From an optimization exercise on the open Yosys and OpenROAD flow, aimed at small area; shortcuts taken in it are not production practice. Function was checked by simulation only, so behaviour that the tests miss may differ from the original. No activity file was given, so power comes from the tool's default toggle rates.

==> inputs of run G <==
## lcd_renderer
module lcd_renderer (
  input clk,
  input rst_n,
  input [99:0] game_table,
  output LCD_rst,
  output [1:0] LCD_cs,
  output LCD_rw,
  output LCD_di,
  output [7:0] LCD_data,
  output LCD_en
);
Settings: LEC_CHECK=0, CAP_MARGIN=20, CORE_MARGIN=2, CORE_UTILIZATION=70, SLEW_MARGIN=20, BUFFER_PORTS_ARGS=-buffer_cell sky130_fd_sc_hd__buf_1, CTS_ARGS=-sink_clustering_enable -repair_clock_nets -dont_use_dummy_load -buf_list sky130_fd_sc_hd__clkbuf_4 -sink_clustering_size 10 -sink_clustering_max_diameter 30; clock period 10.0 ns.
standard.sh (not shown) runs the stock make flow with config.mk's settings and CLKGATE_MAP_FILE= SYNTH_SCRIPT=/design/flow/synth_recipe.tcl, a recipe that flattens the netlist after the stock synthesis.
==> flow/flow/run.sh <==
#!/bin/bash
# Layout flow: the standard ORFS flow (standard.sh) with these changes:
#  - synthesis: the standard synthesis, but yosys abc maps the logic with
#    the area-oriented script flow/abc_area.script and no adder cells are
#    extracted (flow/synth_area.tcl); the registers are the standard
#    synthesis's;
#  - port buffers use the smallest buffer (buf_1) instead of ORFS's default
#    pick; every input and output port still gets its own buffer;
#  - clock tree synthesis builds leaf clusters of at most 10 sinks driven by
#    clkbuf_4 and inserts no dummy loads.
# Each tool's full output goes to a log file in this folder (make.log) and to
# ORFS's own per-step logs under orfs/logs/.
set -euo pipefail
export FLOW_SYNTH_TCL="$PWD/synth_recipe.tcl"
export FLOW_ABC_AREA_SCRIPT="$PWD/flow/abc_area.script"
cat >> config.mk <<'C'
export BUFFER_PORTS_ARGS = -buffer_cell sky130_fd_sc_hd__buf_1
export CTS_ARGS = -sink_clustering_enable -repair_clock_nets -dont_use_dummy_load -buf_list sky130_fd_sc_hd__clkbuf_4 -sink_clustering_size 10 -sink_clustering_max_diameter 30
C
bash standard.sh "SYNTH_SCRIPT=$PWD/flow/synth_area.tcl" finish > make.log 2>&1
==> flow/flow/abc_area.script <==
strash
&get -n
&fraig -x
&put
dc2
strash
&get -n
&dc2
&dch -f
&nf -R 2000 -C 20
&put
==> flow/flow/synth_area.tcl <==
# The standard synthesis (synth_recipe.tcl, sourced unchanged: ORFS's
# synth.tcl with yosys synth -nofsm -noshare, then flatten and rename) with
# two changes to the combinational logic only:
#  - yosys abc maps the logic with the area-oriented script
#    flow/abc_area.script instead of ORFS's delay-oriented one;
#  - half and full adders are not extracted into adder cells (extract_fa is
#    skipped), so abc maps the counters' increments with the rest.
# Flip-flops are mapped before abc and abc does not touch them, so the
# registers (count, names, cell types) are those of the standard synthesis.
proc abc {args} {
  set i [lsearch -exact $args -script]
  if {$i >= 0} { lset args [expr {$i + 1}] $::env(FLOW_ABC_AREA_SCRIPT) }
  yosys abc {*}$args
}
proc extract_fa {args} {}
source $::env(FLOW_SYNTH_TCL)
==> run M (differences from run G) <==
--- a/flow/design.v
+++ b/flow/design.v
@@ -12,33 +12,33 @@
 );
   wire n0 = !m[2] && !m[0];
   wire n1 = m[0] && !m[1];
   wire n2 = m[1] && !m[2];
   wire n3 = m[2] && m[0];
   wire n4 = m[1] && !m[0];
   wire n5 = m[2] && !m[1];
-  wire w_r0 = (b == 4'd3) || ((b == 4'd4) && (n3 || n4));    
+  wire w_r0 = (b == 4'b0111) || ((b == 4'b1110) && (n3 || n4));    
   wire ws_r0 = we_s && w_r0;
   wire wf_r0 = we_f && w_r0;
-  wire w_r1 = (b == 4'd5) || ((b == 4'd6) && (n3 || n4));    
+  wire w_r1 = (b == 4'b1101) || ((b == 4'b1011) && (n3 || n4));    
   wire ws_r1 = we_s && w_r1;
   wire wf_r1 = we_f && w_r1;
-  wire w_r2 = (b == 4'd7) || ((b == 4'd8) && (n3 || n4));    
+  wire w_r2 = (b == 4'b0110) || ((b == 4'b1100) && (n3 || n4));    
   wire ws_r2 = we_s && w_r2;
   wire wf_r2 = we_f && w_r2;
-  wire w_r3 = (b == 4'd9) || ((b == 4'd10) && (n3 || n4));    
+  wire w_r3 = (b == 4'b1001) || ((b == 4'b0010) && (n3 || n4));    
   wire ws_r3 = we_s && w_r3;
   wire wf_r3 = we_f && w_r3;
-  wire w_ra = ((b == 4'd1) && (n0 || n3 || n4 || n5));    
+  wire w_ra = ((b == 4'b0001) && (n0 || n3 || n4 || n5));    
   wire ws_ra = we_s && w_ra;
   wire wf_ra = we_f && w_ra;
-  wire w_rb = ((b == 4'd1) && (n1 || n2)) || (b == 4'd2) || ((b == 4'd6) && (n0 || n1 || n2 || n5)) || ((b == 4'd8) && (n0 || n1 || n2 || n5));    
+  wire w_rb = ((b == 4'b0001) && (n1 || n2)) || (b == 4'b0011) || ((b == 4'b1011) && (n0 || n1 || n2 || n5)) || ((b == 4'b1100) && (n0 || n1 || n2 || n5));    
   wire ws_rb = we_s && w_rb;
   wire wf_rb = we_f && w_rb;
-  wire w_rc = ((b == 4'd4) && (n0 || n1 || n2 || n5)) || ((b == 4'd10) && (n0 || n1 || n2 || n5));    
+  wire w_rc = ((b == 4'b1110) && (n0 || n1 || n2 || n5)) || ((b == 4'b0010) && (n0 || n1 || n2 || n5));    
   wire ws_rc = we_s && w_rc;
   wire wf_rc = we_f && w_rc;
   reg [127:0] r0;
   reg [127:0] r1;
   reg [127:0] r2;
   reg [127:0] r3;
   reg [63:0] ra;
@@ -117,42 +117,42 @@
     rb[15] <= rb[14];
     rc[5] <= ws_rc ? din[9] : rc[4];
     rc[6] <= wf_rc ? din[9] : rc[5];
     rc[0] <= rc[7];
     rc[4:1] <= rc[3:0];
     rc[7] <= rc[6];
   end
-  wire c9 = (col == 4'd10);
+  wire c9 = (col == 4'b0010);
   wire p0 = (page == 3'd0);
   wire p1 = (page == 3'd1);
   wire p2 = (page == 3'd2);
   wire p3 = (page == 3'd3);
   wire p4 = (page == 3'd4);
   wire p5 = (page == 3'd5);
   wire p6 = (page == 3'd6);
   wire p7 = (page == 3'd7);
-  wire s0_r0 = (col == 4'd1) || (col == 4'd6) || (c9 && (p2));
-  wire s0_r1 = (col == 4'd2) || (col == 4'd7) || (c9 && (p4));
-  wire s0_r2 = (col == 4'd3) || (col == 4'd8) || (c9 && (p5));
-  wire s0_r3 = (col == 4'd4) || (col == 4'd9) || (c9 && (p7));
-  wire s0_ra = (col == 4'd5);
+  wire s0_r0 = (col == 4'b0001) || (col == 4'b1011) || (c9 && (p2));
+  wire s0_r1 = (col == 4'b0011) || (col == 4'b0110) || (c9 && (p4));
+  wire s0_r2 = (col == 4'b0111) || (col == 4'b1100) || (c9 && (p5));
+  wire s0_r3 = (col == 4'b1110) || (col == 4'b1001) || (c9 && (p7));
+  wire s0_ra = (col == 4'b1101);
   wire s0_rb = (c9 && (p1 || p6));
   wire s0_rc = (c9 && (p3));
-  wire s1_r0 = (col == 4'd1) || (col == 4'd6) || (c9 && (p2));
-  wire s1_r1 = (col == 4'd2) || (col == 4'd7) || (c9 && (p3));
-  wire s1_r2 = (col == 4'd3) || (col == 4'd8) || (c9 && (p5));
-  wire s1_r3 = (col == 4'd4) || (col == 4'd9) || (c9 && (p6));
-  wire s1_ra = (col == 4'd5) || (c9 && (p0));
+  wire s1_r0 = (col == 4'b0001) || (col == 4'b1011) || (c9 && (p2));
+  wire s1_r1 = (col == 4'b0011) || (col == 4'b0110) || (c9 && (p3));
+  wire s1_r2 = (col == 4'b0111) || (col == 4'b1100) || (c9 && (p5));
+  wire s1_r3 = (col == 4'b1110) || (col == 4'b1001) || (c9 && (p6));
+  wire s1_ra = (col == 4'b1101) || (c9 && (p0));
   wire s1_rb = (c9 && (p1 || p4));
   wire s1_rc = (c9 && (p7));
-  wire s2_r0 = (col == 4'd1) || (col == 4'd6) || (c9 && (p1));
-  wire s2_r1 = (col == 4'd2) || (col == 4'd7) || (c9 && (p3));
-  wire s2_r2 = (col == 4'd3) || (col == 4'd8) || (c9 && (p4));
-  wire s2_r3 = (col == 4'd4) || (col == 4'd9) || (c9 && (p6));
-  wire s2_ra = (col == 4'd5);
+  wire s2_r0 = (col == 4'b0001) || (col == 4'b1011) || (c9 && (p1));
+  wire s2_r1 = (col == 4'b0011) || (col == 4'b0110) || (c9 && (p3));
+  wire s2_r2 = (col == 4'b0111) || (col == 4'b1100) || (c9 && (p4));
+  wire s2_r3 = (col == 4'b1110) || (col == 4'b1001) || (c9 && (p6));
+  wire s2_ra = (col == 4'b1101);
   wire s2_rb = (c9 && (p0 || p5));
   wire s2_rc = (c9 && (p2));
   assign dout[0] = (s0_r0 & r0[7]) | (s0_r1 & r1[7]) | (s0_r2 & r2[7]) | (s0_r3 & r3[7]) | (s0_ra & ra[7]) | (s0_rb & rb[7]) | (s0_rc & rc[7]);
   assign dout[1] = (s0_r0 & r0[6]) | (s0_r1 & r1[6]) | (s0_r2 & r2[6]) | (s0_r3 & r3[6]) | (s0_ra & ra[6]) | (s0_rb & rb[6]) | (s0_rc & rc[6]);
   assign dout[2] = (s1_r0 & r0[5]) | (s1_r1 & r1[5]) | (s1_r2 & r2[5]) | (s1_r3 & r3[5]) | (s1_ra & ra[5]) | (s1_rb & rb[5]) | (s1_rc & rc[5]);
   assign dout[3] = (s1_r0 & r0[4]) | (s1_r1 & r1[4]) | (s1_r2 & r2[4]) | (s1_r3 & r3[4]) | (s1_ra & ra[4]) | (s1_rb & rb[4]) | (s1_rc & rc[4]);
   assign dout[4] = (s1_r0 & r0[3]) | (s1_r1 & r1[3]) | (s1_r2 & r2[3]) | (s1_r3 & r3[3]) | (s1_ra & ra[3]) | (s1_rb & rb[3]) | (s1_rc & rc[3]);
@@ -171,37 +171,43 @@
   output ready,
   output we_s,
   output we_f,
   output reg [9:0] din,
   output reg [3:0] b,
   output reg [2:0] m      
 );
+  localparam [4*15-1:0] BS = {4'b1000, 4'b0100, 4'b1010, 4'b0101, 4'b0010, 4'b1001, 4'b1100, 4'b0110, 4'b1011, 4'b1101, 4'b1110, 4'b0111, 4'b0011, 4'b0001, 4'b0000};
+  wire [3:0] B [0:14];
+  genvar g;
+  generate for (g = 0; g < 15; g = g + 1) begin : g_b
+    assign B[g] = BS[4*g +: 4];
+  end endgenerate
   integer jj, kk;
   always @* begin
     for (jj = 0; jj < 10; jj = jj + 1) begin
       din[jj] = 1'b0;
       for (kk = 0; kk < 10; kk = kk + 1)
-        din[jj] = din[jj] | ((b == kk + 1) & game_table[10*kk + jj]);
+        din[jj] = din[jj] | ((b == B[kk + 1]) & game_table[10*kk + jj]);
     end
   end
-  wire wr = (b != 4'd0) && (b < 4'd11);
+  wire wr = (b != B[0]) && (b != B[11]) && (b != B[12]) && (b != B[13]);
   assign we_s = wr && !init;
   assign we_f = wr && init;
-  assign ready = (b == 4'd13) && m[2] && m[0];     
+  assign ready = (b == B[13]) && m[2] && m[0];     
   always @(posedge clk or negedge rst_n) begin
     if (!rst_n) begin
-      b <= 4'd0;
+      b <= 4'b0000;
       m <= 3'b000;                                    
     end else begin
       if (data_valid && y_last) begin
-        if (x_last) begin b <= 4'd0; m <= 3'b001; end    
-        else begin b <= 4'd11; m <= 3'b001; end           
+        if (x_last) begin b <= B[0]; m <= 3'b001; end    
+        else begin b <= B[11]; m <= 3'b001; end           
       end else if (!ready) begin
         m <= {m[1:0], ~m[2]};
-        if (m[1] && !m[2]) b <= b + 1'b1;              
+        if (m[1] && !m[2]) b <= {b[2:0], ~(b[3] ^ b[2])};    
       end
     end
   end
 endmodule
 module LCD_control (
   input wire clk,
   input wire rst_n,
@@ -228,22 +234,25 @@
   assign LCD_cs = 2'b10;
   assign LCD_rw = 1'b0;
   reg [3:0] state;
   assign LCD_di = state[3];
   reg [2:0] x_cnt;
   reg [3:0] yb;
   reg [2:0] ym;
+  localparam [3:0] Y0 = 4'b0000, Y1 = 4'b0001, Y2 = 4'b0011, Y3 = 4'b0111, Y4 = 4'b1110,
+                   Y5 = 4'b1101, Y6 = 4'b1011, Y7 = 4'b0110, Y8 = 4'b1100, Y9 = 4'b1001,
+                   Y10 = 4'b0010, Y11 = 4'b0101;
   wire data_st = (state[2:0] == 3'b111);         
   assign data_valid = ready && data_st && !LCD_en;
-  assign y_last = (yb == 4'd11) && ym[2] && ym[0];         
+  assign y_last = (yb == Y11) && ym[2] && ym[0];           
   assign x_last = (x_cnt == 3'd7);
   assign init = !state[2];
   assign col = yb;
   assign page = x_cnt;
-  wire border = (yb == 4'd0) || (yb == 4'd11);
+  wire border = (yb == Y0) || (yb == Y11);
   wire first_byte = ym[1] && !ym[2];                        
   wire [7:0] rowmask = (x_cnt == 3'd0) ? 8'b0000_0011 : (x_cnt == 3'd7) ? 8'b1100_0000 : 8'b0;
   reg [7:0] cmd;
   always @* begin
     case (state)
       SETDSL:     cmd = 8'hc0;
       E_X0, E_X1, D_X, SETX: cmd = {5'b10111, x_cnt};    
@@ -256,15 +265,15 @@
   wire [7:0] data_next = data_st ? (tap | rowmask | {8{border}}) : cmd;
   always @(posedge clk or negedge rst_n) begin
     if (!rst_n) begin
       LCD_data <= 8'h00;
       LCD_en <= 1'b1;
       state <= SETDSL;
       x_cnt <= 3'd0;
-      yb <= 4'd0;
+      yb <= Y0;
       ym <= 3'b000;
     end else begin
       LCD_en <= ~LCD_en;
       if (load) LCD_data <= data_next;
       if (!LCD_en) begin
         case (state)
           SETDSL: state <= E_X0;
@@ -291,18 +300,18 @@
             end
           end
           D_X:    state <= (x_cnt == 3'd0) ? IDLE : D_D1;
           default: ;
         endcase
         if ((state[2:0] == 3'b011) || data_valid) begin    
           if (y_last) begin
-            yb <= 4'd0; ym <= 3'b000;
+            yb <= Y0; ym <= 3'b000;
           end else begin
             ym <= {ym[1:0], ~ym[2]};
-            if (ym[0] && !ym[1]) yb <= yb + 1'b1;    
+            if (ym[0] && !ym[1]) yb <= {yb[2:0], ~(yb[3] ^ yb[2])};    
           end
         end
       end
     end
   end
 endmodule
 module lcd_renderer (
--- a/flow/flow/run.sh
+++ b/flow/flow/run.sh
@@ -11,10 +11,10 @@
 # Each tool's full output goes to a log file in this folder (make.log) and to
 # ORFS's own per-step logs under orfs/logs/.
 set -euo pipefail
 export FLOW_SYNTH_TCL="$PWD/synth_recipe.tcl"
 export FLOW_ABC_AREA_SCRIPT="$PWD/flow/abc_area.script"
 cat >> config.mk <<'C'
 export BUFFER_PORTS_ARGS = -buffer_cell sky130_fd_sc_hd__buf_1
-export CTS_ARGS = -sink_clustering_enable -repair_clock_nets -dont_use_dummy_load -buf_list sky130_fd_sc_hd__clkbuf_4 -sink_clustering_size 10 -sink_clustering_max_diameter 30
+export CTS_ARGS = -sink_clustering_enable -repair_clock_nets -dont_use_dummy_load -buf_list sky130_fd_sc_hd__clkbuf_4 -sink_clustering_size 10 -sink_clustering_max_diameter 40
 C
 bash standard.sh "SYNTH_SCRIPT=$PWD/flow/synth_area.tcl" finish > make.log 2>&1
- CTS_ARGS: -sink_clustering_enable -repair_clock_nets -dont_use_dummy_load -buf_list sky130_fd_sc_hd__clkbuf_4 -sink_clustering_size 10 -sink_clustering_max_diameter 30 -> -sink_clustering_enable -repair_clock_nets -dont_use_dummy_load -buf_list sky130_fd_sc_hd__clkbuf_4 -sink_clustering_size 10 -sink_clustering_max_diameter 40
==> run A (differences from run G) <==
--- a/flow/flow/run.sh
+++ b/flow/flow/run.sh
@@ -1,13 +1,12 @@
 #!/bin/bash
 # Layout flow: the standard ORFS flow (standard.sh) with these changes:
 #  - synthesis: the standard synthesis, but yosys abc maps the logic with
-#    the area-oriented script flow/abc_area.script and no adder cells are
-#    extracted (flow/synth_area.tcl); the registers are the standard
-#    synthesis's;
+#    the area-oriented script flow/abc_area.script (flow/synth_area.tcl);
+#    the registers are the standard synthesis's;
 #  - port buffers use the smallest buffer (buf_1) instead of ORFS's default
 #    pick; every input and output port still gets its own buffer;
 #  - clock tree synthesis builds leaf clusters of at most 10 sinks driven by
 #    clkbuf_4 and inserts no dummy loads.
 # Each tool's full output goes to a log file in this folder (make.log) and to
 # ORFS's own per-step logs under orfs/logs/.
 set -euo pipefail
==> flow/flow/abc_area.script (replaced) <==
strash
&get -n
&fraig -x
&put
scorr
dc2
dretime
strash
&get -n
&dc2
&dch -f
&nf -R 1000
&put
==> flow/flow/synth_area.tcl (replaced) <==
# The standard synthesis (synth_recipe.tcl, sourced unchanged: ORFS's
# synth.tcl with yosys synth -nofsm -noshare, then flatten and rename) with
# one change: the combinational mapping (yosys abc) runs the area-oriented
# script flow/abc_area.script instead of ORFS's delay-oriented one. Flip-flops
# are mapped before abc and abc does not touch them, so the registers (count,
# names, cell types) are those of the standard synthesis.
proc abc {args} {
  set i [lsearch -exact $args -script]
  if {$i >= 0} { lset args [expr {$i + 1}] $::env(FLOW_ABC_AREA_SCRIPT) }
  yosys abc {*}$args
}
source $::env(FLOW_SYNTH_TCL)
==> run C (differences from run G) <==
--- a/flow/flow/run.sh
+++ b/flow/flow/run.sh
@@ -1,13 +1,12 @@
 #!/bin/bash
 # Layout flow: the standard ORFS flow (standard.sh) with these changes:
 #  - synthesis: the standard synthesis, but yosys abc maps the logic with
-#    the area-oriented script flow/abc_area.script and no adder cells are
-#    extracted (flow/synth_area.tcl); the registers are the standard
-#    synthesis's;
+#    the area-oriented script flow/abc_area.script (flow/synth_area.tcl);
+#    the registers are the standard synthesis's;
 #  - port buffers use the smallest buffer (buf_1) instead of ORFS's default
 #    pick; every input and output port still gets its own buffer;
 #  - clock tree synthesis builds leaf clusters of at most 10 sinks driven by
 #    clkbuf_4 and inserts no dummy loads.
 # Each tool's full output goes to a log file in this folder (make.log) and to
 # ORFS's own per-step logs under orfs/logs/.
 set -euo pipefail
==> flow/flow/synth_area.tcl (replaced) <==
# The standard synthesis (synth_recipe.tcl, sourced unchanged: ORFS's
# synth.tcl with yosys synth -nofsm -noshare, then flatten and rename) with
# one change: the combinational mapping (yosys abc) runs the area-oriented
# script flow/abc_area.script instead of ORFS's delay-oriented one. Flip-flops
# are mapped before abc and abc does not touch them, so the registers (count,
# names, cell types) are those of the standard synthesis.
proc abc {args} {
  set i [lsearch -exact $args -script]
  if {$i >= 0} { lset args [expr {$i + 1}] $::env(FLOW_ABC_AREA_SCRIPT) }
  yosys abc {*}$args
}
source $::env(FLOW_SYNTH_TCL)
==> comparison <==
Run M finished with timing, DRC and antenna clean. Run G ran to the end with no violations. Run C passed the timing, DRC and antenna checks. Run A produced a clean layout. Design area, highest first: run A, run C, run G, run M. Critical path depth is the same in run G and run M. Of run G and run A, run A has the higher core utilization (gap 0.17 points). Die area: run A > run C > run G > run M. Register-to-register slack, lowest first: run A, run C, run G, run M. The lowest via count belongs to run M, the highest to run C. Of run C and run M, run C has the higher final cell count (gap about 1%, measured against run M). Total power, highest first: run C, run A, run G, run M. Clock power is about the same in run C and run G.

## port drivers added, routing unchanged
Ports are ideal in the flow. The routed layouts listed here were re-timed in OpenROAD. Step 1 (the two cells are an assumption about what drives the block):
set clk [get_ports {clk}]
set_driving_cell -lib_cell sky130_fd_sc_hd__clkbuf_16 $clk
set_driving_cell -lib_cell sky130_fd_sc_hd__buf_2 [delete_from_list [all_inputs] $clk]
Step 2 times the ports against the registers' clock, not the clock port: input delays grow and output delays shrink by t, the midpoint of the rising clock arrivals with the driver on. Slacks: no drivers / after step 1 / after step 2; pairs: no drivers / after step 1.
run	t, ns	setup slack, ns	worst register clock-pin slew, ns
run G	0.691	5.216 / 5.192 / 5.192	0.10 / 0.10
run M	0.688	5.217 / 5.194 / 5.194	0.11 / 0.11
run A	0.691	5.206 / 5.183 / 5.183	0.10 / 0.10
run C	0.710	5.197 / 5.177 / 5.177	0.10 / 0.10
After both steps every run listed still meets setup and hold. For run G, which loses most, drivers alone change the setup slack by -0.024 ns; drivers and shift together by -0.024 ns.
